Source: an optimization exercise on an open RTL-to-GDS flow (aim: a short achievable clock period). Production flows keep margins and buffers that such runs may drop. In this exercise RTL edits were held to simulation tests only and were not proved equivalent to the original. No run shown here takes its clock network from TritonCTS; it comes from the design's own scripts or RTL. The flow treats the clock pin as an ideal source. Dropping or thinning the clock tree relies on that and would not hold on a real chip. Power figures rest on the tool's default switching activity, not on a simulated workload.

==> flow/flow/run.sh <==
#!/bin/bash
# Standard layout (the standard.sh), with two changes:
#  * the port buffers that placement inserts are buf_4 cells (ORFS picks a
#    slow delay buffer, clkdlybuf4s50_1, by default);
#  * the clock tree: ORFS's cts.tcl sources flow/pre_cts.tcl (PRE_CTS_TCL),
#    which replaces clock_tree_synthesis by a two-level balanced tree.
# standard.sh's output is in standard.log; each ORFS step keeps its own log
# under orfs/logs.
set -euo pipefail
export PRE_CTS_TCL="$(pwd)/flow/pre_cts.tcl"
export BUFFER_PORTS_ARGS="-buffer_cell sky130_fd_sc_hd__buf_4"
bash standard.sh > standard.log 2>&1
==> flow/flow/pre_cts.tcl <==
# Own clock tree for the CTS step of the standard flow (sourced through
# PRE_CTS_TCL by ORFS's cts.tcl, just before it calls clock_tree_synthesis).
# TritonCTS builds a three-buffer-deep H-tree here; this builds a two-level
# balanced tree instead: the clock port drives 4 root buffers (one per
# quadrant), each root drives the leaf buffers of its quadrant, and each
# leaf buffer drives a cluster of nearby flip-flops (the sinks split into
# equal-count columns by x, then equal-count rows by y). All flip-flops are
# two buffers from the port, with the same buffer type at each level.
proc manual_cts_build {ncol nrow nroot} {
  set db [ord::get_db]
  set block [ord::get_db_block]
  set bufm [$db findMaster sky130_fd_sc_hd__clkbuf_16]
  set clk_net [$block findNet clk]
  set sinks {}
  foreach it [$clk_net getITerms] {
    set inst [$it getInst]
    set bb [$inst getBBox]
    set x [expr {([$bb xMin] + [$bb xMax]) / 2}]
    set y [expr {([$bb yMin] + [$bb yMax]) / 2}]
    lappend sinks [list $x $y $it]
  }
  set n [llength $sinks]
  puts "manual_cts: $n sinks, $ncol x $nrow leaf clusters, $nroot roots"
  # columns of equal count by x, then rows of equal count by y
  set sinks [lsort -integer -index 0 $sinks]
  set leaves {}
  for {set c 0} {$c < $ncol} {incr c} {
    set a [expr {$c * $n / $ncol}]
    set b [expr {($c + 1) * $n / $ncol - 1}]
    set col [lsort -integer -index 1 [lrange $sinks $a $b]]
    set m [llength $col]
    for {set r 0} {$r < $nrow} {incr r} {
      set a2 [expr {$r * $m / $nrow}]
      set b2 [expr {($r + 1) * $m / $nrow - 1}]
      lappend leaves [list $c $r [lrange $col $a2 $b2]]
    }
  }
  # root buffers: split the columns among the roots
  set roots {}
  set rootnets {}
  for {set k 0} {$k < $nroot} {incr k} {
    set rinst [odb::dbInst_create $block $bufm "cts_root_$k"]
    set rnet [odb::dbNet_create $block "clknet_root_$k"]
    $rnet setSigType CLOCK
    [$rinst findITerm X] connect $rnet
    lappend roots $rinst
    lappend rootnets $rnet
    set rsx($k) 0; set rsy($k) 0; set rcnt($k) 0
  }
  set li 0
  foreach leaf $leaves {
    lassign $leaf c r members
    set sx 0; set sy 0
    foreach s $members { incr sx [lindex $s 0]; incr sy [lindex $s 1] }
    set cnt [llength $members]
    set cx [expr {$sx / $cnt}]
    set cy [expr {$sy / $cnt}]
    set linst [odb::dbInst_create $block $bufm "cts_leaf_$li"]
    set lnet [odb::dbNet_create $block "clknet_leaf_$li"]
    $lnet setSigType CLOCK
    foreach s $members {
      set it [lindex $s 2]
      $it disconnect
      $it connect $lnet
    }
    [$linst findITerm X] connect $lnet
    # root index: by quadrant of columns/rows
    if {$nroot == 1} {
      set k 0
    } elseif {$nroot == 2} {
      set k [expr {$c < $ncol / 2 ? 0 : 1}]
    } else {
      set k [expr {($c < $ncol / 2 ? 0 : 1) + ($r < $nrow / 2 ? 0 : 2)}]
    }
    [$linst findITerm A] connect [lindex $rootnets $k]
    $linst setLocation [expr {$cx - 2000}] [expr {$cy - 1360}]
    $linst setPlacementStatus PLACED
    incr rsx($k) $cx; incr rsy($k) $cy; incr rcnt($k)
    incr li
  }
  for {set k 0} {$k < $nroot} {incr k} {
    set rinst [lindex $roots $k]
    [$rinst findITerm A] connect $clk_net
    $rinst setLocation [expr {$rsx($k) / $rcnt($k) - 2000}] [expr {$rsy($k) / $rcnt($k) - 1360}]
    $rinst setPlacementStatus PLACED
  }
  $clk_net setSigType CLOCK
  puts "manual_cts: $li leaf buffers"
}

rename clock_tree_synthesis orfs_clock_tree_synthesis
proc clock_tree_synthesis {args} {
  manual_cts_build 8 8 4
  set_propagated_clock [all_clocks]
}
==> flow/standard.sh <==
#!/bin/bash
# synth_recipe.tcl (not shown) runs the flow's synth.tcl, then flattens the netlist and writes it again
# the make line also repeats each setting of config.mk as NAME=value (left out here)
make -C /OpenROAD-flow-scripts/flow DESIGN_CONFIG=/design/flow/config.mk WORK_HOME=/design/flow/orfs CLKGATE_MAP_FILE= SYNTH_SCRIPT=/design/flow/synth_recipe.tcl "${@:-finish}"
==> flow/config.mk <==
export PLATFORM = sky130hd
export DESIGN_NAME = la_1_32_sync_ft245
export DESIGN_NICKNAME = la_1_32_sync_ft245
export VERILOG_FILES = /design/flow/design.v
export SDC_FILE = /design/flow/constraint.sdc
export NUM_CORES = 4
export LEC_CHECK = 0
export ABC_CLOCK_PERIOD_IN_PS = 1500
export CAP_MARGIN = 20
export CORE_MARGIN = 2
export CORE_UTILIZATION = 40
export SETUP_SLACK_MARGIN = 2.3
export SLEW_MARGIN = 20
export TNS_END_PERCENT = 100
==> flow/constraint.sdc <==
create_clock -name core_clock -period 4.0 [get_ports {clk}]
set_input_delay 0.8000 -clock core_clock [delete_from_list [all_inputs] [get_ports {clk}]]
set_output_delay 0.8000 -clock core_clock [all_outputs]
set_load 0.01 [all_outputs]
==> flow/design.v <==
module la_1_32_sync_ft245
   (
    input         clk,
    input         rst,
    input  [7:0]  ft_data_i,
    output [7:0]  ft_data_o,
    output        ft_data_oe,
    input         ft_rxf_n,
    input         ft_txe_n,
    output        ft_rd_n,
    output        ft_wr_n,
    output        ft_oe_n,
    output        ft_siwu,
    input  [31:0] chn,
    output        wr,
    output [3:0]  dbg);
localparam [31:0] CFG_WORD=32'h3C020720;  
localparam [7:0]  C_TX_LAST=8'd249;       
localparam        DEPTH=128;
integer i;
reg  s_nidle, s_wr1, s_wr2, s_read, s_rold, s_ar1, s_write, s_wold;
wire s_idle=~s_nidle;
reg        ft_txe_r, ft_rxf_r;
reg  [7:0] rx_data_r;
reg  [7:0] rx_old0, rx_old1;
reg  [1:0] rx_valid_old;
reg  [1:0] ft_rd_old;
reg  [7:0] tx_old0, tx_old1, tx_old2;
reg  [2:0] tx_valid_old;
reg  [1:0] ft_wr_old;
reg        write_failed;
reg  [1:0] old_counter;
reg        tx_read_old;
reg  [7:0] tx_data_r;
reg        rd_n_r, wr_n_r, oe_n_r, oe_r, wr_r;
reg        oe_i;
reg  [7:0] tx_data_i;
reg  [7:0]       fifo[0:DEPTH-1];
reg  [7:0]       diff;      
reg              avail_r;   
reg              full_r;    
reg  [DEPTH/8-1:0] shift_g;  
reg              re_r;      
reg              we_r;      
reg  [7:0]       datai_r;   
reg  [7:0]       dpop;      
reg          busy_r;
reg  [1:0]   cnt_r;
reg  [31:0]  in_d_r;
reg          start_r, start_acq_r, cfg_src_r;
reg  [7:0]   cnt_tx;
reg  [1:0]   cnt_rx;
reg  [7:0]   trg_mask, trg_value, trg_edge;
reg  [31:0]  acq_data_r;
reg          cdiv;
reg          np_r;      
wire rx_pending=|rx_valid_old;
wire ft_read_ok=ft_rd_old[1] & ft_rxf_r;
wire rx_valid=(s_read & ft_read_ok) | (s_rold & rx_valid_old[1]);
wire [7:0] rx_data=s_rold ? rx_old1 : rx_data_r;
wire rx_shift=(ft_read_ok & ~rx_valid) | s_rold;
wire old_end=old_counter==2'd2;
wire idle_tx=s_idle & ~rx_pending & ~ft_rxf_r & ft_txe_r;
wire go_rold=s_idle & rx_pending;
wire go_wr1=s_idle & ~rx_pending & ft_rxf_r;
wire go_wold=idle_tx & write_failed;
wire go_write=idle_tx & ~write_failed & avail_r;
wire n_wr1=go_wr1;
wire n_wr2=s_wr1;
wire n_read=s_wr2 | (s_read & ft_rxf_r);
wire n_ar1=s_read & ~ft_rxf_r;
wire n_write=go_write | (s_write & ft_txe_r & avail_r);
wire n_wold=go_wold | (s_wold & ~old_end);
wire n_rold=go_rold | (s_rold & rx_pending);
wire n_nidle=n_wr1 | n_wr2 | n_read | n_ar1 | n_write | n_wold | n_rold;
wire ft_rd=s_wr2 | s_read;
wire ft_oe=s_wr1 | s_wr2 | s_read;
wire ft_wr=(s_write & ft_txe_r) | (s_wold & tx_valid_old[2]);
wire [1:0] nx_rx_valid_old=rx_shift ? {rx_valid_old[0], ft_read_ok} : rx_valid_old;
wire nx_write_failed=(s_wold & old_end) ? 1'b0 :
                     (write_failed | (ft_wr_old[1] & ~ft_txe_r) | (tx_read_old & ~ft_txe_r));
wire re=re_r;
wire we=we_r;
wire inc=we & ~re;
wire dec=re & ~we;
wire nx_avail=inc ? 1'b1 : (dec ? diff!=8'd1 : avail_r);
wire nx_re=~ft_txe_n & nx_avail &
           (n_write | (~n_nidle & ~(|nx_rx_valid_old) & ft_rxf_n & ~nx_write_failed));
wire nx_full=inc ? diff==DEPTH-1 : (dec ? 1'b0 : full_r);
wire [7:0] nx_diff=inc ? diff+8'd1 : (dec ? diff-8'd1 : diff);
reg [DEPTH/8-1:0] nx_gt;
always @*
begin
  for (i=0; i<DEPTH/8; i=i+1)
      nx_gt[i]=inc ? diff>=8*i : (dec ? diff>=8*i+2 : diff>=8*i+1);
end
always @(posedge clk)
begin
  for (i=0; i<DEPTH; i=i+1)
      if (shift_g[i/8])
         begin
         if (diff==i+1)
            fifo[i] <= datai_r;
         else if (i<DEPTH-1)
            fifo[i] <= fifo[(i+1)%DEPTH];
         end
      else
         begin
         if (diff==i)
            fifo[i] <= datai_r;
         end
  dpop <= fifo[0];
end
always @(posedge clk or posedge rst)
begin
  if (rst)
     begin
     diff    <= 8'd0;
     avail_r <= 1'b0;
     full_r  <= 1'b0;
     end
  else
     begin
     diff    <= nx_diff;
     avail_r <= nx_avail;
     full_r  <= nx_full;
     end
end
wire last=(cnt_r==2'd3) & ~full_r;
wire [31:0] tx_data_o=cfg_src_r ? CFG_WORD : acq_data_r;
wire any_edge=|trg_edge;
wire any_change=|(acq_data_r ^ chn);
wire [7:0] lvl_ok;
assign lvl_ok[0]=~trg_mask[0] | (trg_value[0] ~^ acq_data_r[0]);
genvar g;
generate
for (g=1; g<8; g=g+1)
   begin : trg_bits
   assign lvl_ok[g]=~trg_mask[g] | ((trg_value[g] ~^ acq_data_r[g]) & ~trg_edge[g]);
   end
endgenerate
wire mask0=trg_mask==8'b0;
wire trig_nochg=mask0 | ((&lvl_ok) & (~trg_mask[0] | ~trg_edge[0]));
wire trig_chg  =mask0 | ((&lvl_ok) & (~trg_mask[0] | (trg_edge[0] ~^ any_edge)));
wire p_r=~np_r;
wire next_data=p_r & start_r & ~cfg_src_r;
wire rx_cmd=rx_valid & (cnt_rx==2'd3);
wire cnt_tx_last=cnt_tx==C_TX_LAST;
wire nx_cdiv=(rx_valid && rx_data[0]) ? 1'b0 : ~cdiv;
wire nx_cfg_src=rx_cmd ? rx_data[1] : cfg_src_r;
reg       busy0;
reg [1:0] cnt0;
always @*
begin
  busy0=busy_r;
  cnt0=cnt_r;
  if (busy_r && !full_r)
     begin
     if (last)
        begin
        busy0=1'b0;
        cnt0=2'd0;
        end
     else
        cnt0=cnt_r+2'd1;
     end
end
wire tx_full0=busy0 & ~((cnt0==2'd3) & ~nx_full);
wire start0=rx_cmd ? rx_data[0] : start_r;
wire p0=~tx_full0 & ~nx_cdiv;
wire wr0=p0 & start0 & ~nx_cfg_src;
reg [7:0] byte0;
always @*
begin
  case (cnt0)
    2'd0: byte0=in_d_r[7:0];
    2'd1: byte0=in_d_r[15:8];
    2'd2: byte0=in_d_r[23:16];
    default: byte0=in_d_r[31:24];
  endcase
end
function [24:0] la_next;
  input trg;
  reg       t_wr, n_start, n_start_acq, n_busy;
  reg [7:0] n_cnt_tx;
  begin
  t_wr=p_r & (start_acq_r | (start_r & trg));
  n_start=start_r;
  n_start_acq=start_acq_r;
  n_cnt_tx=cnt_tx;
  if (start_r && (trg || cfg_src_r))
     n_start_acq=1'b1;
  if (t_wr)
     begin
     n_cnt_tx=cnt_tx+8'd1;
     if (cnt_tx_last || cfg_src_r)
        begin
        n_start=1'b0;
        n_start_acq=1'b0;
        end
     end
  if (rx_cmd)
     begin
     n_start=rx_data[0];
     if (!start_r && rx_data[0])
        begin
        n_cnt_tx=8'b0;
        if (mask0)
           n_start_acq=1'b1;
        end
     if (!rx_data[0])
        n_start_acq=1'b0;
     end
  n_busy=t_wr | busy0;
  la_next={t_wr, n_start, n_start_acq, n_cnt_tx, n_busy,
           t_wr ? 2'd0 : cnt0,
           t_wr | ~p0,
           n_busy & ~nx_full,
           ~t_wr & wr0,
           t_wr ? tx_data_o[7:0] : byte0};
  end
endfunction
wire [24:0] la_nx_c1=la_next(trig_chg);
wire [24:0] la_nx_c0=la_next(trig_nochg);
wire [24:0] la_nx=any_change ? la_nx_c1 : la_nx_c0;
wire       tx_wr=la_nx[24];
wire       nx_start=la_nx[23];
wire       nx_start_acq=la_nx[22];
wire [7:0] nx_cnt_tx=la_nx[21:14];
wire       nx_busy=la_nx[13];
wire [1:0] nx_cnt=la_nx[12:11];
wire       nx_np=la_nx[10];
wire       nx_we=la_nx[9];
wire       nx_wr=la_nx[8];
wire [7:0] nx_datai=la_nx[7:0];
always @(posedge clk or posedge rst)
begin
  if (rst)
     begin
     start_r     <= 1'b0;
     start_acq_r <= 1'b0;
     cfg_src_r   <= 1'b0;
     cnt_tx      <= 8'b0;
     cnt_rx      <= 2'b0;
     trg_mask    <= 8'b0;
     trg_value   <= 8'b0;
     trg_edge    <= 8'b0;
     cdiv        <= 1'b0;
     np_r        <= 1'b0;
     busy_r      <= 1'b0;
     cnt_r       <= 2'b0;
     acq_data_r  <= 32'b0;
     we_r        <= 1'b0;
     end
  else
     begin
     start_r     <= nx_start;
     start_acq_r <= nx_start_acq;
     cfg_src_r   <= nx_cfg_src;
     cnt_tx      <= nx_cnt_tx;
     cdiv        <= nx_cdiv;
     np_r        <= nx_np;
     busy_r      <= nx_busy;
     cnt_r       <= nx_cnt;
     we_r        <= nx_we;
     if (rx_valid)
        begin
        cnt_rx <= cnt_rx+2'd1;
        case (cnt_rx)
          2'd0: trg_mask  <= rx_data;
          2'd1: trg_value <= rx_data;
          2'd2: trg_edge  <= rx_data;
          default: ;
        endcase
        end
     else
        cnt_rx <= 2'b0;
     if (next_data)
        acq_data_r <= chn;
     end
end
always @(posedge clk)
begin
  if (tx_wr)
     in_d_r <= tx_data_o;
  datai_r <= nx_datai;
end
always @(posedge clk or posedge rst)
begin
  if (rst)
     begin
     s_nidle      <= 1'b0;
     s_wr1        <= 1'b0;
     s_wr2        <= 1'b0;
     s_read       <= 1'b0;
     s_rold       <= 1'b0;
     s_ar1        <= 1'b0;
     s_write      <= 1'b0;
     s_wold       <= 1'b0;
     ft_txe_r     <= 1'b0;
     oe_i         <= 1'b1;
     tx_data_i    <= 8'b0;
     ft_rxf_r     <= 1'b0;
     rx_data_r    <= 8'b0;
     rx_old0      <= 8'b0;
     rx_old1      <= 8'b0;
     rx_valid_old <= 2'b0;
     ft_rd_old    <= 2'b0;
     ft_wr_old    <= 2'b0;
     tx_read_old  <= 1'b0;
     re_r         <= 1'b0;
     shift_g      <= {DEPTH/8{1'b0}};
     tx_old0      <= 8'b0;
     tx_old1      <= 8'b0;
     tx_old2      <= 8'b0;
     tx_valid_old <= 3'b0;
     old_counter  <= 2'b0;
     write_failed <= 1'b0;
     end
  else
     begin
     s_nidle <= n_nidle;
     s_wr1   <= n_wr1;
     s_wr2   <= n_wr2;
     s_read  <= n_read;
     s_rold  <= n_rold;
     s_ar1   <= n_ar1;
     s_write <= n_write;
     s_wold  <= n_wold;
     ft_txe_r  <= ~ft_txe_n;
     oe_i      <= ~(n_wr1 | n_wr2 | n_read | n_ar1);
     tx_data_i <= s_wold ? tx_old2 : dpop;
     ft_rxf_r  <= ~ft_rxf_n;
     rx_data_r <= oe_i ? tx_data_i : ft_data_i;
     if (rx_shift)
        begin
        rx_old1      <= rx_old0;
        rx_old0      <= rx_data_r;
        rx_valid_old <= {rx_valid_old[0], ft_read_ok};
        end
     ft_rd_old   <= {ft_rd_old[0], ft_rd};
     ft_wr_old   <= {ft_wr_old[0], ft_wr};
     tx_read_old <= re;
     re_r    <= nx_re;
     shift_g <= {DEPTH/8{nx_re}} & nx_gt;
     if (!write_failed)
        begin
        tx_old2      <= tx_old1;
        tx_old1      <= tx_old0;
        tx_old0      <= dpop;
        tx_valid_old <= {tx_valid_old[1:0], tx_read_old};
        end
     if (ft_wr_old[1] && !ft_txe_r)
        write_failed <= 1'b1;
     if (tx_read_old && !ft_txe_r)
        write_failed <= 1'b1;
     if (s_wold)
        begin
        old_counter  <= old_counter+2'd1;
        tx_valid_old <= {tx_valid_old[1:0], 1'b0};
        tx_old2      <= tx_old1;
        tx_old1      <= tx_old0;
        tx_old0      <= 8'b0;
        if (old_end)
           begin
           old_counter  <= 2'b0;
           write_failed <= 1'b0;
           end
        end
     end
end
always @(posedge clk)
begin
  if (rst)
     begin
     rd_n_r <= 1'b1;
     wr_n_r <= 1'b1;
     oe_n_r <= 1'b1;
     oe_r   <= 1'b1;
     wr_r   <= 1'b0;
     end
  else
     begin
     rd_n_r <= ~ft_rd;
     wr_n_r <= ~ft_wr;
     oe_n_r <= ~ft_oe;
     oe_r   <= ~(n_wr1 | n_wr2 | n_read | n_ar1);
     wr_r   <= nx_wr;
     end
  tx_data_r <= s_wold ? tx_old2 : dpop;
end
assign ft_data_o=tx_data_r;
assign ft_data_oe=oe_r;
assign ft_rd_n=rd_n_r;
assign ft_wr_n=wr_n_r;
assign ft_oe_n=oe_n_r;
assign ft_siwu=1'b1;
assign wr=wr_r;
assign dbg=4'b0;
endmodule  
==> flow_summary.ini, run 1 <==
[run_status]
status = timing/DRC/antenna clean

[critical_path]
crit_path_start_kind = flip-flop
endpoint_kind = flip-flop
arrival_ns = 3.30
critPathKind = reg2reg
crit_fanout = 7
cp.required_ns = 4.34

[placed_design]
io_buffers = 56
dpl.hpwl_um = 86900
placed_area_mm2 = 0.0571
placedCellCount = 7628
place_congestion = 0.827

[routing]
drt_iter0_drc = 5006
wl_um = 198000
firstDrtPassIters = 8
final_antenna_net_count = 0
avgViaCountPerCell = 6.02
drc = 0
wl_per_cell_um = 23.0
via_count = 51906

[global_routing]
grt_pass1_vias = 47919
overflow = 0
grt_pass1_wl_um = 272000
antenna_found_initial = 4
grt_max_degree = 79
grt_usage = 0.240

[finish]
synthToLayoutAreaGrowth_pct = 50.0
num_antenna_cells = 0
layout-drive-gt1-share = 0.457
fill_cells = 9916
layoutNonFillerInstCount = 8629
nets = 6908
finalInstanceArea_mm2 = 0.0813
postLayoutCoreUtil = 0.603

[pwr]
power_mw = 59.6
p_leak_nw = 28.8
ir_worst_vdd_v = 0.000442
powerDensity_mw_per_mm2 = 733

[die]
initial_utilization = 0.402
row_count = 135
core-area_mm2 = 0.135
num_io_pins = 62
die_w_um = 372
die-height_um = 372
die-area_mm2 = 0.138

[timing]
clock_skew_ns = 0.0438
finalSetupTns_ns = 0
rsz0062_at_grt = yes
fmax_mhz = 338
finalSetupViolCount = 0
drv_slew = 0
fin_crit_ns = 2.96
fin_crit_sh = 0.740
tightest_slew_ns = 1.18
worst_slew_margin_rel = 0.216
hold_viol = 0

[yosys]
synth_top_cell_by_area = dfxtp_1
synth.yosys.seq_area_share = 0.493
synth-compound-area-share = 0.190
yosysUniqueCellTypes = 68
synth.most_common_cell = nor2_1
synth_top_family_by_area = compound AO/OA/AOI/OAI gates
synth_xor_xnor_area_share = 0.00792
synth_top_flop_cell = dfxtp_1
yosysTopAreaCellShare = 0.383
synth-adder-area-share = 0.00323
synth_cells = 6146
synth_mux_area_frac = 0.0929
synth_area_leaders = dfxtp_1 38%, nor2_1 8.4%, dfrtp_1 8.3%
synth_edf_count = 48
syn_area_per_cell_um2 = 8.82
synthArstFlopShare = 0.143
syn-cell-area_mm2 = 0.0542
yosysWarnings = 2
post_synth_and_or_nand_nor_area_fraction = 0.175
ys_ff_latch = 1266
synthTopCellsByCount = 1211 x nor2_1, 1037 x dfxtp_1, 587 x nor3_1

[clock_tree]
cts.clk_slew.worst_paths_ns = 0.10
insertion_delay_ns = 0.52

[hold_path]
hold_class = reg2reg

[job]
timing.max_cap.violations = 0
per-stage QoR:
stage | hold WS, ns | setup WS [ns]
floorplan | 0.323 | 0.291
global placement | 0.328 | 0.860
detailed placement | 0.327 | 0.819
CTS | 0.337 | 1.46
global route | 0.352 | 1.12
finish | 0.345 | 1.04
critical path: stages, from the launching register on:
cell	delay, ns
dfrtp_2	0.58
buf_6	0.19
nor2_4	0.06
buf_12	0.12
buf_12	0.13
nand3_4	0.11
buf_6	0.18
buf_6	0.13
nor2_4	0.05
buf_12	0.14
a21oi_4	0.26
nor2_1	0.10
a211oi_1	0.71
cell type report:
cell class	count	area, um2	share of cell area
Multi-Input combinational cell	4359	36600	0.450
Sequential cell	1266	26900	0.330
Timing Repair Buffer	1125	13800	0.170
Tap cell	1781	2230	0.0274
Buffer	68	1700	0.0209
Inverter	29	148	0.00181
Timing Repair inverter	1	5.00	0.0000615
flip-flops by register name, indices dropped and copies added (netlist names), 3 cells and up:
| register | flops |
|---|---|
| rx_old1 | 8 |
| tx_old0 | 8 |
| datai_r | 8 |
| trg_mask | 8 |
| dpop | 8 |
| acq_data_r | 32 |
| tx_data_i | 8 |
| shift_g | 16 |
| rx_data_r | 8 |
| tx_valid_old | 3 |
| diff | 8 |
| tx_data_r | 8 |
| tx_old1 | 8 |
| trg_edge | 8 |
| trg_value | 8 |
| in_d_r | 32 |
| rx_old0 | 8 |
| tx_old2 | 8 |
| cnt_tx | 8 |
| fifo | 1024 |
kinds of logic (layout without fill, tap and decap cells):
group           Yosys count  after routing
simple gates           2196           2207
compound gates         1593           1594
flops                  1266           1266
buf+inv                 536           1223
mux                     490            490
xor+xnor                 49             49
fa+ha+maj                14             14
other cells               2              5
placed cells by master (no fill, tap or decap), types with 183 or more instances in the layout:
| cell type | count |
|---|---|
| a211oi_1 | 227 |
| a211oi_2 | 261 |
| buf_12 | 183 |
| buf_4 | 338 |
| buf_6 | 485 |
| dfxtp_1 | 1016 |
| mux2i_1 | 218 |
| nor2_1 | 612 |
| nor2_2 | 286 |
| nor2_4 | 322 |
| nor3_1 | 380 |
| o21a_1 | 252 |
| o21ai_0 | 189 |
| o21ai_1 | 268 |
power breakdown:
group | total [mW] | internal (mW) | switching (mW)
logic | 28.7 | 13.8 | 14.9
registers | 23.7 | 18.6 | 5.13
clock network | 7.15 | 3.00 | 4.16
total | 59.6 | 35.4 | 24.2
what timing repair did:
action,in CTS,in global routing
gates resized for setup,1967,1530
gates cloned,73,15
setup endpoints to repair,1203,1199
pin swaps,542,594
setup buffers,626,219
hold buffers,0,0
routing by layer:
layer | wire length (um) | global-route usage | vias to the layer above
met1 | 76900 | 0.314 | 25366
li1 | - | - | 23246
met3 | 15600 | 0.0295 | 884
met2 | 93000 | 0.403 | 2404
met4 | 13000 | 0.0886 | 6
met5 | 35 | 0 | -
worst paths after layout:
path / start / end / slack [ns] / cells after the start
worst min register to register: fifo[0][4] / dpop[4] / 0.34 / 0
min in group asynchronous: rst / cnt_tx[3] / 0.35 / 2
max in group asynchronous: rst / shift_g[9] / 2.57 / 3
worst min-delay path: fifo[0][4] / dpop[4] / 0.34 / 0
worst max register to register: diff[7] / fifo[49][3] / 1.04 / 12
worst max-delay path: diff[7] / fifo[49][3] / 1.04 / 12
==> inputs of run 2 (changes only) <==
--- a/flow/design.v
+++ b/flow/design.v
@@ -1,2 +1,16 @@
+module LA_Trigger_Select
+  #(parameter N=1)
+   (
+    input  [31:0]  chn_i,        
+    input  [31:0]  acq_i,        
+    input          trg_chg_i,    
+    input          trg_nochg_i,  
+    input  [N-1:0] nx_t1_i,      
+    input  [N-1:0] nx_t0_i,      
+    output [N-1:0] nx_o);
+wire any_change=|(acq_i ^ chn_i);
+wire trigger=any_change ? trg_chg_i : trg_nochg_i;
+assign nx_o=trigger ? nx_t1_i : nx_t0_i;
+endmodule  
 module la_1_32_sync_ft245
    (
@@ -38,4 +52,5 @@
 reg  [7:0]       fifo[0:DEPTH-1];
 reg  [7:0]       diff;      
+reg  [DEPTH:0]   pos;       
 reg              avail_r;   
 reg              full_r;    
@@ -47,9 +62,13 @@
 reg          busy_r;
 reg  [1:0]   cnt_r;
-reg  [31:0]  in_d_r;
+reg          tw_r;
+reg  [31:0]  txd_r, in_d_hold;
+wire [31:0]  in_d_r=tw_r ? txd_r : in_d_hold;
 reg          start_r, start_acq_r, cfg_src_r;
 reg  [7:0]   cnt_tx;
 reg  [1:0]   cnt_rx;
 reg  [7:0]   trg_mask, trg_value, trg_edge;
+reg  [7:0]   n_okif1, n_okif0;
+reg          n_mask0, n_k_nochg, n_k_chg;
 reg  [31:0]  acq_data_r;
 reg          cdiv;
@@ -84,8 +103,8 @@
 wire inc=we & ~re;
 wire dec=re & ~we;
-wire nx_avail=inc ? 1'b1 : (dec ? diff!=8'd1 : avail_r);
+wire nx_avail=inc ? 1'b1 : (dec ? ~pos[1] : avail_r);
 wire nx_re=~ft_txe_n & nx_avail &
            (n_write | (~n_nidle & ~(|nx_rx_valid_old) & ft_rxf_n & ~nx_write_failed));
-wire nx_full=inc ? diff==DEPTH-1 : (dec ? 1'b0 : full_r);
+wire nx_full=inc ? pos[DEPTH-1] : (dec ? 1'b0 : full_r);
 wire [7:0] nx_diff=inc ? diff+8'd1 : (dec ? diff-8'd1 : diff);
 reg [DEPTH/8-1:0] nx_gt;
@@ -100,5 +119,5 @@
       if (shift_g[i/8])
          begin
-         if (diff==i+1)
+         if (pos[i+1])
             fifo[i] <= datai_r;
          else if (i<DEPTH-1)
@@ -107,5 +126,5 @@
       else
          begin
-         if (diff==i)
+         if (pos[i])
             fifo[i] <= datai_r;
          end
@@ -117,4 +136,5 @@
      begin
      diff    <= 8'd0;
+     pos     <= {{DEPTH{1'b0}}, 1'b1};
      avail_r <= 1'b0;
      full_r  <= 1'b0;
@@ -123,4 +143,8 @@
      begin
      diff    <= nx_diff;
+     if (inc)
+        pos <= {pos[DEPTH-1:0], 1'b0};
+     else if (dec)
+        pos <= {1'b0, pos[DEPTH:1]};
      avail_r <= nx_avail;
      full_r  <= nx_full;
@@ -129,18 +153,18 @@
 wire last=(cnt_r==2'd3) & ~full_r;
 wire [31:0] tx_data_o=cfg_src_r ? CFG_WORD : acq_data_r;
-wire any_edge=|trg_edge;
-wire any_change=|(acq_data_r ^ chn);
 wire [7:0] lvl_ok;
-assign lvl_ok[0]=~trg_mask[0] | (trg_value[0] ~^ acq_data_r[0]);
 genvar g;
 generate
-for (g=1; g<8; g=g+1)
+for (g=0; g<8; g=g+1)
    begin : trg_bits
-   assign lvl_ok[g]=~trg_mask[g] | ((trg_value[g] ~^ acq_data_r[g]) & ~trg_edge[g]);
+   assign lvl_ok[g]=~(acq_data_r[g] ? n_okif1[g] : n_okif0[g]);
    end
 endgenerate
-wire mask0=trg_mask==8'b0;
-wire trig_nochg=mask0 | ((&lvl_ok) & (~trg_mask[0] | ~trg_edge[0]));
-wire trig_chg  =mask0 | ((&lvl_ok) & (~trg_mask[0] | (trg_edge[0] ~^ any_edge)));
+wire mask0=~n_mask0;
+wire trig_nochg=mask0 | ((&lvl_ok) & ~n_k_nochg);
+wire trig_chg  =mask0 | ((&lvl_ok) & ~n_k_chg);
+wire [7:0] nx_mask =(rx_valid && cnt_rx==2'd0) ? rx_data : trg_mask;
+wire [7:0] nx_value=(rx_valid && cnt_rx==2'd1) ? rx_data : trg_value;
+wire [7:0] nx_edge =(rx_valid && cnt_rx==2'd2) ? rx_data : trg_edge;
 wire p_r=~np_r;
 wire next_data=p_r & start_r & ~cfg_src_r;
@@ -221,7 +245,11 @@
   end
 endfunction
-wire [24:0] la_nx_c1=la_next(trig_chg);
-wire [24:0] la_nx_c0=la_next(trig_nochg);
-wire [24:0] la_nx=any_change ? la_nx_c1 : la_nx_c0;
+wire [24:0] la_nx_t1=la_next(1'b1);
+wire [24:0] la_nx_t0=la_next(1'b0);
+wire [24:0] la_nx;
+LA_Trigger_Select #(.N(25)) trg_sel
+   (.chn_i(chn), .acq_i(acq_data_r), .trg_chg_i(trig_chg),
+    .trg_nochg_i(trig_nochg), .nx_t1_i(la_nx_t1), .nx_t0_i(la_nx_t0),
+    .nx_o(la_nx));
 wire       tx_wr=la_nx[24];
 wire       nx_start=la_nx[23];
@@ -246,4 +274,10 @@
      trg_value   <= 8'b0;
      trg_edge    <= 8'b0;
+     n_okif1     <= 8'h00;
+     n_okif0     <= 8'h00;
+     n_mask0     <= 1'b0;
+     n_k_nochg   <= 1'b0;
+     n_k_chg     <= 1'b0;
+     tw_r        <= 1'b0;
      cdiv        <= 1'b0;
      np_r        <= 1'b0;
@@ -264,16 +298,14 @@
      cnt_r       <= nx_cnt;
      we_r        <= nx_we;
-     if (rx_valid)
-        begin
-        cnt_rx <= cnt_rx+2'd1;
-        case (cnt_rx)
-          2'd0: trg_mask  <= rx_data;
-          2'd1: trg_value <= rx_data;
-          2'd2: trg_edge  <= rx_data;
-          default: ;
-        endcase
-        end
-     else
-        cnt_rx <= 2'b0;
+     cnt_rx    <= rx_valid ? cnt_rx+2'd1 : 2'b0;
+     trg_mask  <= nx_mask;
+     trg_value <= nx_value;
+     trg_edge  <= nx_edge;
+     n_okif1   <= nx_mask & ~{nx_value[7:1] & ~nx_edge[7:1], nx_value[0]};
+     n_okif0   <= nx_mask & ~{~nx_value[7:1] & ~nx_edge[7:1], ~nx_value[0]};
+     n_mask0   <= nx_mask!=8'b0;
+     n_k_nochg <= nx_mask[0] & nx_edge[0];
+     n_k_chg   <= nx_mask[0] & (nx_edge[0] ^ (|nx_edge));
+     tw_r      <= tx_wr;
      if (next_data)
         acq_data_r <= chn;
@@ -282,6 +314,6 @@
 always @(posedge clk)
 begin
-  if (tx_wr)
-     in_d_r <= tx_data_o;
+  txd_r     <= tx_data_o;
+  in_d_hold <= in_d_r;
   datai_r <= nx_datai;
 end
--- a/flow/config.mk
+++ b/flow/config.mk
@@ -12,3 +12,4 @@
 export SETUP_SLACK_MARGIN = 2.3
 export SLEW_MARGIN = 20
+export SYNTH_HIERARCHICAL = 1
 export TNS_END_PERCENT = 100
==> run 2 against run 1 <==
Worst setup slack gained 0.57 ns. Still clean. First-iteration DRC count down 26%. Clock power up 4.5%. Final area down 15%.
==> flow_summary.ini, run 2 <==
[finish]
synthToLayoutAreaGrowth_pct = 11.6
layout-drive-gt1-share = 0.154
mostFrequentLayoutCells = 1080 x dfxtp_1, 1022 x nor2_1, 563 x o21ai_0
num_antenna_cells = 0
layoutNonFillerInstCount = 8384
largest_reg_flops = 1024
reg_top3 = fifo (1024), pos (129)
top_register = fifo
nets = 6399
finalInstanceArea_mm2 = 0.0691
final_common_cell = dfxtp_1

[critical_path]
crit_path_start_kind = flip-flop
crit_path_top_delay_cell = dfrtp_1
r2r_setup_slack_ns = 1.60
timing.rr.end = datai_r[4]
crit_fanout = 4
cpPeakStageDelay_ns = 0.44
cp.required_ns = 4.45
r2r-start = full_r
arrival_ns = 2.85
critPathKind = reg2reg
endpoint = datai_r[4]
r2r_cells = 10
endpoint_kind = flip-flop
cp-startpoint = full_r
cp_cell_sequence = nor2b_4 -> buf_4 -> mux2i_1 -> buf_6 -> clkbuf_4 -> mux2_4 -> a21oi_2 -> or2b_1 -> a211oi_2 -> or2_1

[pwr]
ir_worst_vdd_v = 0.000694
p_leak_nw = 25.8
powerDensity_mw_per_mm2 = 756

[die]
die-height_um = 397
initial_utilization = 0.402
row_count = 144
die-area_mm2 = 0.158
num_io_pins = 62
core-area_mm2 = 0.154
die_w_um = 397

[routing]
drc = 0
wl_met2_um = 77000
firstDrtPassIters = 6
avgViaCountPerCell = 5.58
wl_per_cell_um = 19.5
via_count = 46793
wl_met1_um = 77500
highest_layer = met5
route.met3.wl_um = 5540
wl_um = 163000
drt_iter0_drc = 3720
final_antenna_net_count = 0

[placed_design]
dpl.hpwl_um = 85800
placed_area_mm2 = 0.0634
placedCellCount = 8137
place_congestion = 0.754
io_buffers = 56
post-place-ws_ns = 0.945

[timing]
worst_slew_margin_rel = 0.268
whs_ns = 0.348
hold_viol = 0
tightest_slew_ns = 1.10
fin_crit_ns = 2.40
fmax_mhz = 417
rsz0062_at_grt = yes
drv_slew = 0
clock_skew_ns = 0.0278
setup_ws_ns = 1.60
fin_crit_sh = 0.599
finalSetupTns_ns = 0
finalSetupViolCount = 0

[global_routing]
grt_pass1_vias = 45488
grt_pass1_wl_um = 255000
grt_max_degree = 113
overflow = 0
grt_usage = 0.194
antenna_found_initial = 5

[clock_tree]
hold_buffers = 0
insertion_delay_ns = 0.52
cts.clk_slew.worst_paths_ns = 0.10

[yosys]
synthArstFlopShare = 0.228
synthTopCellsByCount = 1101 x dfxtp_1, 1030 x nor2_1, 610 x mux2i_1
yosysWarnings = 8
synth_top_cell_by_area = dfxtp_1
synth_top_flop_cell = dfxtp_1
ys_ff_latch = 1447
synth.yosys.seq_area_share = 0.497
syn-cell-area_mm2 = 0.0619
yosysTopAreaCellShare = 0.356
yosysUniqueCellTypes = 75
synth_area_leaders = dfxtp_1 36%, dfrtp_1 13%, mux2i_1 9.9%
synth.most_common_cell = dfxtp_1
synth_edf_count = 16
syn_area_per_cell_um2 = 9.42
synth_cells = 6571

[job]
timing.max_cap.violations = 0

[run_status]
status = timing/DRC/antenna clean

[hold_path]
hold_class = reg2reg
## run 2: cell types whose count changed after synthesis, sizes merged, moves of 55 or more
cell | previous run | this run
nor3 | 593 | 335
mux2i | 384 | 610
nor2 | 1214 | 1035
a211oi | 488 | 334
dfrtp | 180 | 328
nand2 | 213 | 337
o22ai | 3 | 108
a221o | 0 | 90
nor3b | 3 | 92
a21oi | 159 | 73
buf | 48 | 118
o221a | 35 | 105
dfxtp | 1037 | 1101
mux2 | 106 | 161
## run 2: logic make-up after synthesis
group | after synthesis | share of synthesized area
xor gates and xnor gates | 50 | 0.00708
and+or+nand+nor | 2040 | 0.147
buffers and inverters | 659 | 0.0423
adders and majority gates | 13 | 0.00263
AOI/OAI and AO/OA | 1589 | 0.175
DFF | 1447 | 0.497
muxes | 771 | 0.128
other | 2 | 0.000121
## run 2: worst min path at each step
stage / start / endpoint / cells past startpoint
final: fifo[0][6] / dpop[6] / 0
after global routing: fifo[0][0] / dpop[0] / 0
after CTS: fifo[0][6] / dpop[6] / 0
after detailed placement: fifo[0][0] / dpop[0] / 0
after global placement: fifo[0][5] / dpop[5] / 0
after floorplan: fifo[0][0] / dpop[0] / 0
## run 2: worst max-delay path, delay by kind of cell, from the launching register on
family,cells,cell delay (ns)
AND/OR/NAND/NOR,3,0.56
buffers and inverters,3,0.45
flip-flops,1,0.44
AO/OA/AOI/OAI,2,0.34
multiplexers,2,0.54
## run 2: metrics by stage
stage / power, mW / util
after floorplan: 35.2 / -
after global placement: 39.3 / 0.412
after detailed placement: 39.8 / 0.412
after CTS: 51.1 / 0.442
after global routing: 55.4 / 0.449
final: 52.2 / 0.449
## run 2: per-layer routing
layer	track usage	vias to the layer above
li1	-	22722
met1	0.272	23131
met2	0.325	756
met3	0.0169	182
met4	0.0390	2
met5	0	-
## run 2: area by class of cell
cell class              count  area, um2
inverters                  48        196
well taps                2044       2560
plain buffers              68       1700
repair inverters            1       5.00
multi-input cells        4475      29800
repair buffers            301       3880
flip-flops and latches   1447      30900
fillers                 14544      84800
## run 2: repair_timing
| item | in CTS | in global routing |
|---|---|---|
| buffers inserted | 111 | 41 |
| resized for setup | 259 | 135 |
| endpoints found under the setup margin | 1239 | 580 |
| pin swaps | 53 | 28 |
| gates cloned | 18 | 9 |
## run 2: power breakdown
group	total [mW]	switching [mW]	internal, mW	leakage, nW
combinational	21.5	11.4	10.0	11.4
sequential	23.3	3.35	19.9	13.6
clock	7.47	4.46	3.01	0.838
==> inputs of run 3 (changes only) <==
--- a/flow/design.v
+++ b/flow/design.v
@@ -53,4 +53,5 @@
 reg  [7:0]       diff;      
 reg  [DEPTH:0]   pos;       
+reg  [DEPTH/8-1:0] grp;     
 reg              avail_r;   
 reg              full_r;    
@@ -112,5 +113,5 @@
 begin
   for (i=0; i<DEPTH/8; i=i+1)
-      nx_gt[i]=inc ? diff>=8*i : (dec ? diff>=8*i+2 : diff>=8*i+1);
+      nx_gt[i]=inc ? grp[i] | pos[8*i] : (dec ? grp[i] & ~pos[8*i+1] : grp[i]);
 end
 always @(posedge clk)
@@ -137,4 +138,5 @@
      diff    <= 8'd0;
      pos     <= {{DEPTH{1'b0}}, 1'b1};
+     grp     <= {DEPTH/8{1'b0}};
      avail_r <= 1'b0;
      full_r  <= 1'b0;
@@ -143,4 +145,5 @@
      begin
      diff    <= nx_diff;
+     grp     <= nx_gt;
      if (inc)
         pos <= {pos[DEPTH-1:0], 1'b0};
@@ -190,18 +193,25 @@
      end
 end
-wire tx_full0=busy0 & ~((cnt0==2'd3) & ~nx_full);
+wire tx_full0=busy_r & (full_r ? ~((cnt_r==2'd3) & re) :
+                                 ((cnt_r!=2'd3) & ((cnt_r!=2'd2) | (~re & pos[DEPTH-1]))));
 wire start0=rx_cmd ? rx_data[0] : start_r;
 wire p0=~tx_full0 & ~nx_cdiv;
 wire wr0=p0 & start0 & ~nx_cfg_src;
-reg [7:0] byte0;
+reg [7:0] byte_hold, byte_adv;
 always @*
 begin
-  case (cnt0)
-    2'd0: byte0=in_d_r[7:0];
-    2'd1: byte0=in_d_r[15:8];
-    2'd2: byte0=in_d_r[23:16];
-    default: byte0=in_d_r[31:24];
+  case (cnt_r)
+    2'd0: begin byte_hold=in_d_hold[7:0];   byte_adv=in_d_hold[15:8];  end
+    2'd1: begin byte_hold=in_d_hold[15:8];  byte_adv=in_d_hold[23:16]; end
+    2'd2: begin byte_hold=in_d_hold[23:16]; byte_adv=in_d_hold[31:24]; end
+    default: begin byte_hold=in_d_hold[31:24]; byte_adv=in_d_hold[7:0]; end
   endcase
+  if (tw_r)
+     begin
+     byte_hold=txd_r[7:0];
+     byte_adv=txd_r[15:8];
+     end
 end
+wire [7:0] byte0=(busy_r & ~full_r) ? byte_adv : byte_hold;
 function [24:0] la_next;
   input trg;
@@ -410,5 +420,4 @@
      oe_n_r <= 1'b1;
      oe_r   <= 1'b1;
-     wr_r   <= 1'b0;
      end
   else
@@ -418,7 +427,7 @@
      oe_n_r <= ~ft_oe;
      oe_r   <= ~(n_wr1 | n_wr2 | n_read | n_ar1);
-     wr_r   <= nx_wr;
      end
   tx_data_r <= s_wold ? tx_old2 : dpop;
+  wr_r      <= nx_wr;
 end
 assign ft_data_o=tx_data_r;
--- a/flow/flow/pre_cts.tcl
+++ b/flow/flow/pre_cts.tcl
@@ -91,5 +91,5 @@
 rename clock_tree_synthesis orfs_clock_tree_synthesis
 proc clock_tree_synthesis {args} {
-  manual_cts_build 8 8 4
+  manual_cts_build 8 10 4
   set_propagated_clock [all_clocks]
 }
==> run 3 against run 2 <==
Still clean. Combinational power fell by 39%. Wire length decreased by 3.9%. Synthesized cell count up 0.50%. Worst setup slack better by 0.075 ns. Highest routed layer unchanged.
==> flow_summary.ini, run 3 <==
[finish]
synthToLayoutAreaGrowth_pct = 12.5
mostFrequentLayoutCells = 1049 x dfxtp_1, 1004 x nor2_1, 527 x mux2i_1
postLayoutCoreUtil = 0.453
largest_reg_flops = 1024
final_common_cell = dfxtp_1
finalInstanceArea_mm2 = 0.0700
reg_top3 = fifo (1024), pos (129)
layout-drive-gt1-share = 0.147
layoutNonFillerInstCount = 8455
top_register = fifo
nets = 6468

[timing]
fmax_mhz = 431
worst_slew_margin_rel = 0.432
rsz0062_at_grt = yes
drv_slew = 0
fin_crit_ns = 2.32
finalSetupTns_ns = 0
tightest_slew_ns = 0.851
clock_skew_ns = 0.0494
finalSetupViolCount = 0
hold_viol = 0
fin_crit_sh = 0.580

[pwr]
power_mw = 38.5
powerDensity_mw_per_mm2 = 550
p_leak_nw = 25.6
ir_worst_vdd_v = 0.000568

[yosys]
synth_cells = 6604
syn-cell-area_mm2 = 0.0623
ys_ff_latch = 1455
yosysWarnings = 8
synthTopCellsByCount = 1069 x dfxtp_1, 1008 x nor2_1, 600 x o21ai_0
yosysUniqueCellTypes = 70
synth_top_flop_cell = dfxtp_1
synth.most_common_cell = dfxtp_1
synth.yosys.seq_area_share = 0.503
synth_edf_count = 48
yosysTopAreaCellShare = 0.344
synth_top_cell_by_area = dfxtp_1
synthArstFlopShare = 0.232
syn_area_per_cell_um2 = 9.43
synth_area_leaders = dfxtp_1 34%, dfrtp_1 14%, mux2i_1 9.5%

[critical_path]
crit_fanout = 7
cp_num_buf_inv = 3
timing.rr.end = datai_r[1]
r2r_cells = 12
r2r_setup_slack_ns = 1.68
critPathKind = reg2reg
crit_path_top_delay_cell = dfrtp_2
cp_cell_sequence = inv_4 -> ha_4 -> buf_6 -> buf_4 -> a22oi_1 -> a221oi_1 -> a21oi_1 -> a22o_1 -> o21ai_2 -> nand2b_1 -> a211oi_1 -> or2_2
arrival_ns = 2.82
cpPeakStageDelay_ns = 0.47
critical-path-top-delay-family = compound AO/OA/AOI/OAI gates
cp.required_ns = 4.50
r2r-start = cnt_r[1]
endpoint_kind = flip-flop
crit_path_start_kind = flip-flop

[global_routing]
grt_pass1_vias = 44839
grt_max_degree = 130
grt_usage = 0.186
antenna_found_initial = 3
overflow = 0
grt_pass1_wl_um = 249000

[placed_design]
place_congestion = 0.776
placedCellCount = 8185
placed_area_mm2 = 0.0638
io_buffers = 56
dpl.hpwl_um = 84500

[die]
initial_utilization = 0.403
die-area_mm2 = 0.159
die_w_um = 399
row_count = 144
core-area_mm2 = 0.154
die-height_um = 399
num_io_pins = 62

[run_status]
status = timing/DRC/antenna clean

[routing]
via_count = 46701
final_antenna_net_count = 0
wl_per_cell_um = 18.6
wl_um = 157000
avgViaCountPerCell = 5.52
drc = 0
firstDrtPassIters = 5
drt_iter0_drc = 3590

[job]
timing.max_cap.violations = 0

[clock_tree]
cts.clk_slew.worst_paths_ns = 0.09
hold_buffers = 0
insertion_delay_ns = 0.56

[hold_path]
hold_class = in2async
[run 3: cell types whose count changed after synthesis, sizes merged, moves of 32 or more]
cell	before	now
edfxtp	16	48
buf	118	155
clkbuf	490	453
dfxtp	1101	1069
nand2	337	393
mux2	161	120
[run 3: through the flow]
step	setup WS (ns)	hold slack [ns]
after floorplan	-1.95	0.323
after global placement	1.13	0.326
after detailed placement	1.10	0.327
after CTS	1.73	0.273
after global routing	1.58	0.308
final	1.68	0.290
[run 3: cells by family (layout without fill, tap and decap cells)]
group | Yosys count | count (layout) | share of synthesized area
and+or+nand+nor | 2066 | 2066 | 0.149
AOI/OAI and AO/OA | 1640 | 1640 | 0.179
DFF | 1455 | 1455 | 0.503
muxes | 713 | 713 | 0.117
buffers and inverters | 673 | 476 | 0.0439
xor gates and xnor gates | 43 | 43 | 0.00605
adders and majority gates | 12 | 12 | 0.00241
other | 2 | 6 | 0.000121
[run 3: repair_timing]
item | in CTS | in global routing
pin swaps | 35 | 54
endpoints found under the setup margin | 1185 | 545
resized for setup | 242 | 238
gates cloned | 19 | 20
setup buffers | 98 | 48
[run 3: layout make-up]
cell class                 count  area (um2)
fill                       14501       84400
sequential                  1455       31400
multi-input combinational   4479       29300
timing repair buffer         328        4320
tap                         2044        2560
buffer                        84        2100
inverter                      62         255
timing repair inverter         2        15.0
antenna                        1        2.50
[run 3: worst max path at each step]
stage / to / from / slack [ns] / depth (start not counted)
2_1_floorplan: oe_n_r / rst / -1.95 / 2
3_3_place_gp: wr_r / cnt_r[0] / 1.13 / 10
3_5_place_dp: wr_r / cnt_r[0] / 1.10 / 10
4_1_cts: datai_r[5] / cnt_r[1] / 1.73 / 11
5_1_grt: datai_r[4] / cnt_r[1] / 1.58 / 11
6_report: datai_r[1] / cnt_r[1] / 1.68 / 12
[run 3: power by group]
part           internal, mW  leakage (nW)  total [mW]  switching (mW)
combinational          5.71          11.1        13.2            7.45
clock                  3.67          1.04        8.26            4.59
sequential             15.8          13.5        17.1            1.30
[run 3: layer usage]
layer | global-route usage | share of wire
met3 | 0.0104 | 0.032
met1 | 0.269 | 0.48
met5 | 0 | 0.000076
met4 | 0.0365 | 0.023
met2 | 0.308 | 0.46
==> inputs of run 4 (changes only) <==
--- a/flow/design.v
+++ b/flow/design.v
@@ -1,15 +1,17 @@
-module LA_Trigger_Select
-  #(parameter N=1)
+module LA_Change
    (
     input  [31:0]  chn_i,        
     input  [31:0]  acq_i,        
-    input          trg_chg_i,    
-    input          trg_nochg_i,  
-    input  [N-1:0] nx_t1_i,      
-    input  [N-1:0] nx_t0_i,      
+    output         change_o);    
+assign change_o=|(acq_i ^ chn_i);
+endmodule  
+module LA_Select
+  #(parameter N=1)
+   (
+    input          change_i,
+    input  [N-1:0] nx_chg_i,     
+    input  [N-1:0] nx_nochg_i,   
     output [N-1:0] nx_o);
-wire any_change=|(acq_i ^ chn_i);
-wire trigger=any_change ? trg_chg_i : trg_nochg_i;
-assign nx_o=trigger ? nx_t1_i : nx_t0_i;
+assign nx_o=change_i ? nx_chg_i : nx_nochg_i;
 endmodule  
 module la_1_32_sync_ft245
@@ -62,5 +64,7 @@
 reg  [7:0]       dpop;      
 reg          busy_r;
-reg  [1:0]   cnt_r;
+reg  [3:1]   cnt_oh;    
+reg          cnt_nz;    
+wire [3:0]   cnt_c={cnt_oh, ~cnt_nz};
 reg          tw_r;
 reg  [31:0]  txd_r, in_d_hold;
@@ -154,5 +158,5 @@
      end
 end
-wire last=(cnt_r==2'd3) & ~full_r;
+wire last=cnt_c[3] & ~full_r;
 wire [31:0] tx_data_o=cfg_src_r ? CFG_WORD : acq_data_r;
 wire [7:0] lvl_ok;
@@ -176,23 +180,9 @@
 wire nx_cdiv=(rx_valid && rx_data[0]) ? 1'b0 : ~cdiv;
 wire nx_cfg_src=rx_cmd ? rx_data[1] : cfg_src_r;
-reg       busy0;
-reg [1:0] cnt0;
-always @*
-begin
-  busy0=busy_r;
-  cnt0=cnt_r;
-  if (busy_r && !full_r)
-     begin
-     if (last)
-        begin
-        busy0=1'b0;
-        cnt0=2'd0;
-        end
-     else
-        cnt0=cnt_r+2'd1;
-     end
-end
-wire tx_full0=busy_r & (full_r ? ~((cnt_r==2'd3) & re) :
-                                 ((cnt_r!=2'd3) & ((cnt_r!=2'd2) | (~re & pos[DEPTH-1]))));
+wire       adv=busy_r & ~full_r;
+wire       busy0=busy_r & ~last;
+wire [3:0] cnt0=adv ? {cnt_c[2:0], cnt_c[3]} : cnt_c;
+wire tx_full0=busy_r & (full_r ? ~(cnt_c[3] & re) :
+                                 (~cnt_c[3] & (~cnt_c[2] | (~re & pos[DEPTH-1]))));
 wire start0=rx_cmd ? rx_data[0] : start_r;
 wire p0=~tx_full0 & ~nx_cdiv;
@@ -201,10 +191,8 @@
 always @*
 begin
-  case (cnt_r)
-    2'd0: begin byte_hold=in_d_hold[7:0];   byte_adv=in_d_hold[15:8];  end
-    2'd1: begin byte_hold=in_d_hold[15:8];  byte_adv=in_d_hold[23:16]; end
-    2'd2: begin byte_hold=in_d_hold[23:16]; byte_adv=in_d_hold[31:24]; end
-    default: begin byte_hold=in_d_hold[31:24]; byte_adv=in_d_hold[7:0]; end
-  endcase
+  byte_hold=({8{cnt_c[0]}} & in_d_hold[7:0])   | ({8{cnt_c[1]}} & in_d_hold[15:8]) |
+            ({8{cnt_c[2]}} & in_d_hold[23:16]) | ({8{cnt_c[3]}} & in_d_hold[31:24]);
+  byte_adv =({8{cnt_c[3]}} & in_d_hold[7:0])   | ({8{cnt_c[0]}} & in_d_hold[15:8]) |
+            ({8{cnt_c[1]}} & in_d_hold[23:16]) | ({8{cnt_c[2]}} & in_d_hold[31:24]);
   if (tw_r)
      begin
@@ -214,5 +202,5 @@
 end
 wire [7:0] byte0=(busy_r & ~full_r) ? byte_adv : byte_hold;
-function [24:0] la_next;
+function [26:0] la_next;
   input trg;
   reg       t_wr, n_start, n_start_acq, n_busy;
@@ -248,5 +236,5 @@
   n_busy=t_wr | busy0;
   la_next={t_wr, n_start, n_start_acq, n_cnt_tx, n_busy,
-           t_wr ? 2'd0 : cnt0,
+           t_wr ? 4'b0001 : cnt0,
            t_wr | ~p0,
            n_busy & ~nx_full,
@@ -255,17 +243,21 @@
   end
 endfunction
-wire [24:0] la_nx_t1=la_next(1'b1);
-wire [24:0] la_nx_t0=la_next(1'b0);
-wire [24:0] la_nx;
-LA_Trigger_Select #(.N(25)) trg_sel
-   (.chn_i(chn), .acq_i(acq_data_r), .trg_chg_i(trig_chg),
-    .trg_nochg_i(trig_nochg), .nx_t1_i(la_nx_t1), .nx_t0_i(la_nx_t0),
+wire [26:0] la_nx_t1=la_next(1'b1);
+wire [26:0] la_nx_t0=la_next(1'b0);
+wire [26:0] la_nx;
+wire any_change;
+LA_Change chg
+   (.chn_i(chn), .acq_i(acq_data_r), .change_o(any_change));
+wire [26:0] la_nx_chg=trig_chg ? la_nx_t1 : la_nx_t0;
+wire [26:0] la_nx_nochg=trig_nochg ? la_nx_t1 : la_nx_t0;
+LA_Select #(.N(27)) trg_sel
+   (.change_i(any_change), .nx_chg_i(la_nx_chg), .nx_nochg_i(la_nx_nochg),
     .nx_o(la_nx));
-wire       tx_wr=la_nx[24];
-wire       nx_start=la_nx[23];
-wire       nx_start_acq=la_nx[22];
-wire [7:0] nx_cnt_tx=la_nx[21:14];
-wire       nx_busy=la_nx[13];
-wire [1:0] nx_cnt=la_nx[12:11];
+wire       tx_wr=la_nx[26];
+wire       nx_start=la_nx[25];
+wire       nx_start_acq=la_nx[24];
+wire [7:0] nx_cnt_tx=la_nx[23:16];
+wire       nx_busy=la_nx[15];
+wire [3:0] nx_cnt=la_nx[14:11];
 wire       nx_np=la_nx[10];
 wire       nx_we=la_nx[9];
@@ -293,5 +285,6 @@
      np_r        <= 1'b0;
      busy_r      <= 1'b0;
-     cnt_r       <= 2'b0;
+     cnt_oh      <= 3'b0;
+     cnt_nz      <= 1'b0;
      acq_data_r  <= 32'b0;
      we_r        <= 1'b0;
@@ -306,5 +299,6 @@
      np_r        <= nx_np;
      busy_r      <= nx_busy;
-     cnt_r       <= nx_cnt;
+     cnt_oh      <= nx_cnt[3:1];
+     cnt_nz      <= ~nx_cnt[0];
      we_r        <= nx_we;
      cnt_rx    <= rx_valid ? cnt_rx+2'd1 : 2'b0;
==> run 4 against run 3 <==
Still clean on timing, DRC and antenna. Clock skew fell by 0.031 ns. Fmax hardly changed. Register-to-register slack about the same. Power shrank 8.2%. Global-route usage decreased by 0.37 points. Wire length fell by 3.4%. Largest cell class unchanged.
==> flow_summary.ini, run 4 <==
[yosys]
yosysUniqueCellTypes = 72
synth_area_leaders = dfxtp_1 35%, dfrtp_1 14%, mux2i_1 10%
yosysTopAreaCellShare = 0.350
synth.most_common_cell = nor2_1
synthArstFlopShare = 0.233
synth.yosys.seq_area_share = 0.513
synth_cells = 6437
yosysWarnings = 8
synth_edf_count = 48
synth_top_cell_by_area = dfxtp_1
synth_top_flop_cell = dfxtp_1
syn-cell-area_mm2 = 0.0611
syn_area_per_cell_um2 = 9.50
synthTopCellsByCount = 1181 x nor2_1, 1069 x dfxtp_1, 611 x mux2i_1
ys_ff_latch = 1457

[timing]
clock_skew_ns = 0.0185
finalSetupViolCount = 0
fmax_mhz = 431
tightest_slew_ns = 0.758
rsz0062_at_grt = yes
fin_crit_sh = 0.580
hold_viol = 0
drv_slew = 0
finalSetupTns_ns = 0
worst_slew_margin_rel = 0.495
whs_ns = 0.342
fin_crit_ns = 2.32

[finish]
num_antenna_cells = 0
largest_reg_flops = 1024
synthToLayoutAreaGrowth_pct = 11.3
reg_top3 = fifo (1024), pos (129)
mostFrequentLayoutCells = 1165 x nor2_1, 1048 x dfxtp_1, 551 x mux2i_1
final_common_cell = nor2_1
layout-drive-gt1-share = 0.148
top_register = fifo
fill_cells = 14220
nets = 6242

[routing]
drc = 0
wl_um = 152000
firstDrtPassIters = 7
drt_iter0_drc = 3388
wl_per_cell_um = 18.5
final_antenna_net_count = 0
via_count = 45184
avgViaCountPerCell = 5.50

[critical_path]
r2r-start = acq_data_r[4]
crit_fanout = 7
critPathKind = reg2reg
arrival_ns = 2.80
cpPeakStageDelay_ns = 0.61
endpoint_kind = flip-flop
crit_path_top_delay_cell = or4_4
crit_path_start_kind = flip-flop
cp_cell_sequence = mux2i_1 -> nand2_1 -> or4_4 -> buf_12 -> o31a_1 -> o32ai_2 -> a21o_1 -> mux2_4
cp.required_ns = 4.48
cp-startpoint = acq_data_r[4]

[global_routing]
antenna_found_initial = 2
overflow = 0
grt_usage = 0.182
grt_max_degree = 117
grt_pass1_wl_um = 240000
grt_pass1_vias = 43899

[run_status]
status = timing/DRC/antenna clean

[die]
die-height_um = 395
die-area_mm2 = 0.156
num_io_pins = 62
initial_utilization = 0.402
row_count = 143
core-area_mm2 = 0.152
die_w_um = 395

[clock_tree]
insertion_delay_ns = 0.54
hold_buffers = 0
cts.clk_slew.worst_paths_ns = 0.08

[pwr]
p_leak_nw = 26.0
p_clk_frac = 0.234
power_mw = 35.3
ir_worst_vdd_v = 0.000443
p_int_mw = 23.4
switchingPower_mw = 11.9
swShare = 0.337
pwr-share-seq = 0.486
powerDensity_mw_per_mm2 = 519
power_frac_comb = 0.280

[placed_design]
place_congestion = 0.777
io_buffers = 56
dpl.hpwl_um = 82500

[hold_path]
hold_class = reg2reg
hp-start = fifo[0][0]

[job]
timing.max_cap.violations = 0
## run 4: cell types whose count changed after synthesis, moves of 70 or more
cell      before   now
nor2_1      1008  1181
nor3_1       329   259
o22ai_1      107   266
o21ai_0      600   494
nand2_1      392   315
a211oi_1     335   249
## run 4: final timing paths
check | slack [ns] | endpoint | depth (start not counted)
max reg2reg | 1.68 | cnt_tx[7] | 8
max in group asynchronous | 2.49 | shift_g[6] | 3
min in group asynchronous | 0.36 | pos[3] | 2
min | 0.34 | dpop[0] | 0
min reg2reg | 0.34 | dpop[0] | 0
max | 1.68 | cnt_tx[7] | 8
## run 4: routing by layer
layer	wire (um)	up-vias	part of all wire	GRT usage
li1	-	22117	-	-
met1	73300	22227	0.48	0.261
met2	71000	661	0.47	0.304
met3	4030	175	0.027	0.00853
met4	3400	4	0.022	0.0400
met5	27	-	0.00018	0
## run 4: metrics by stage
stage	setup slack, ns	utilization	instances	cell area, um2
finish	1.68	0.448	8218	68100
floorplan	-1.98	-	6440	61400
CTS	1.61	0.440	8169	66800
global placement	1.10	0.413	7993	62800
detailed placement	0.993	0.413	7993	62800
global route	1.62	0.448	8218	68100
## run 4: cell type report
type,instances,area [um2],share of cell area
flip-flops and latches,1457,31500,0.462
multi-input cells,4347,28600,0.419
repair buffers,262,3220,0.0473
well taps,2030,2540,0.0373
plain buffers,84,2100,0.0309
inverters,38,180,0.00265
## run 4: what timing repair did
| item | 4_1_cts | 5_1_grt |
|---|---|---|
| setup endpoints to repair | 1119 | 522 |
| cloned | 11 | 9 |
| setup buffers | 81 | 40 |
| pin swaps | 32 | 28 |
| gates resized for setup | 212 | 151 |
## run 4: logic make-up after synthesis
kind of cell | synth area share
and+or+nand+nor | 0.146
other | 0.000123
muxes | 0.131
adders and majority gates | 0.00164
buffers and inverters | 0.0412
AOI/OAI and AO/OA | 0.162
xor gates and xnor gates | 0.00516
DFF | 0.513
## run 4: modules after synthesis (local to each module, per instance), a selection
module / cell area (um2) / flip-flops and latches / cells / copies in the design
la_1_32_sync_ft245: 60400 / 1457 / 6364 / 1
LA_Change: 347 / 0 / 43 / 1
## run 4: power groups by stage
stage               Combinational [mW]  Clock, mW  Sequential [mW]
finish                            9.90       8.26             17.1
global route                      10.4       8.97             17.3
CTS                               8.97       8.51             17.2
detailed placement                6.93          0             17.6
global placement                  6.84          0             17.6
floorplan                         5.44          0             16.5
## run 4: worst max-delay path: cells and delay by family (launching register included)
family                 cells  cell delay, ns
DFF                        1            0.42
muxes                      2            0.30
AOI/OAI and AO/OA          3            0.67
buffers and inverters      1            0.18
and+or+nand+nor            2            0.68

what the ideal ports hide:
Ports are ideal in the flow. The routed layouts listed here were re-timed in OpenROAD. Step 1: set_driving_cell puts a clkbuf_16 on clk and a buf_2 on each other input, an assumption about the parent block. Step 2 adds t to the input delays and takes it off the output delays; t is the mean of the earliest and latest rising clock arrival at the registers after step 1. Input paths then give back, and output paths get back, about the clock's delay inside the block. a / b / c = ideal ports / drivers / drivers and shift; a / b = the first two.
| run | t, ns | setup WS [ns] | worst data-port slew with drivers (ns) | pins driven straight from the clock port |
|---|---|---|---|---|
| run 1 | 0.678 | 1.038 / 1.038 / 0.969 | 0.04 | 4 |
| run 2 | 0.655 | 1.604 / 1.604 / 1.347 | 0.12 | 4 |
| run 3 | 0.695 | 1.679 / 1.679 / 1.454 | 0.07 | 4 |
| run 4 | 0.692 | 1.678 / 1.678 / 1.427 | 0.04 | 4 |
After both steps setup and hold are still met in every run listed. The setup slack of run 2, which loses most, moves by 0.000 ns with the drivers and by -0.257 ns with both steps.
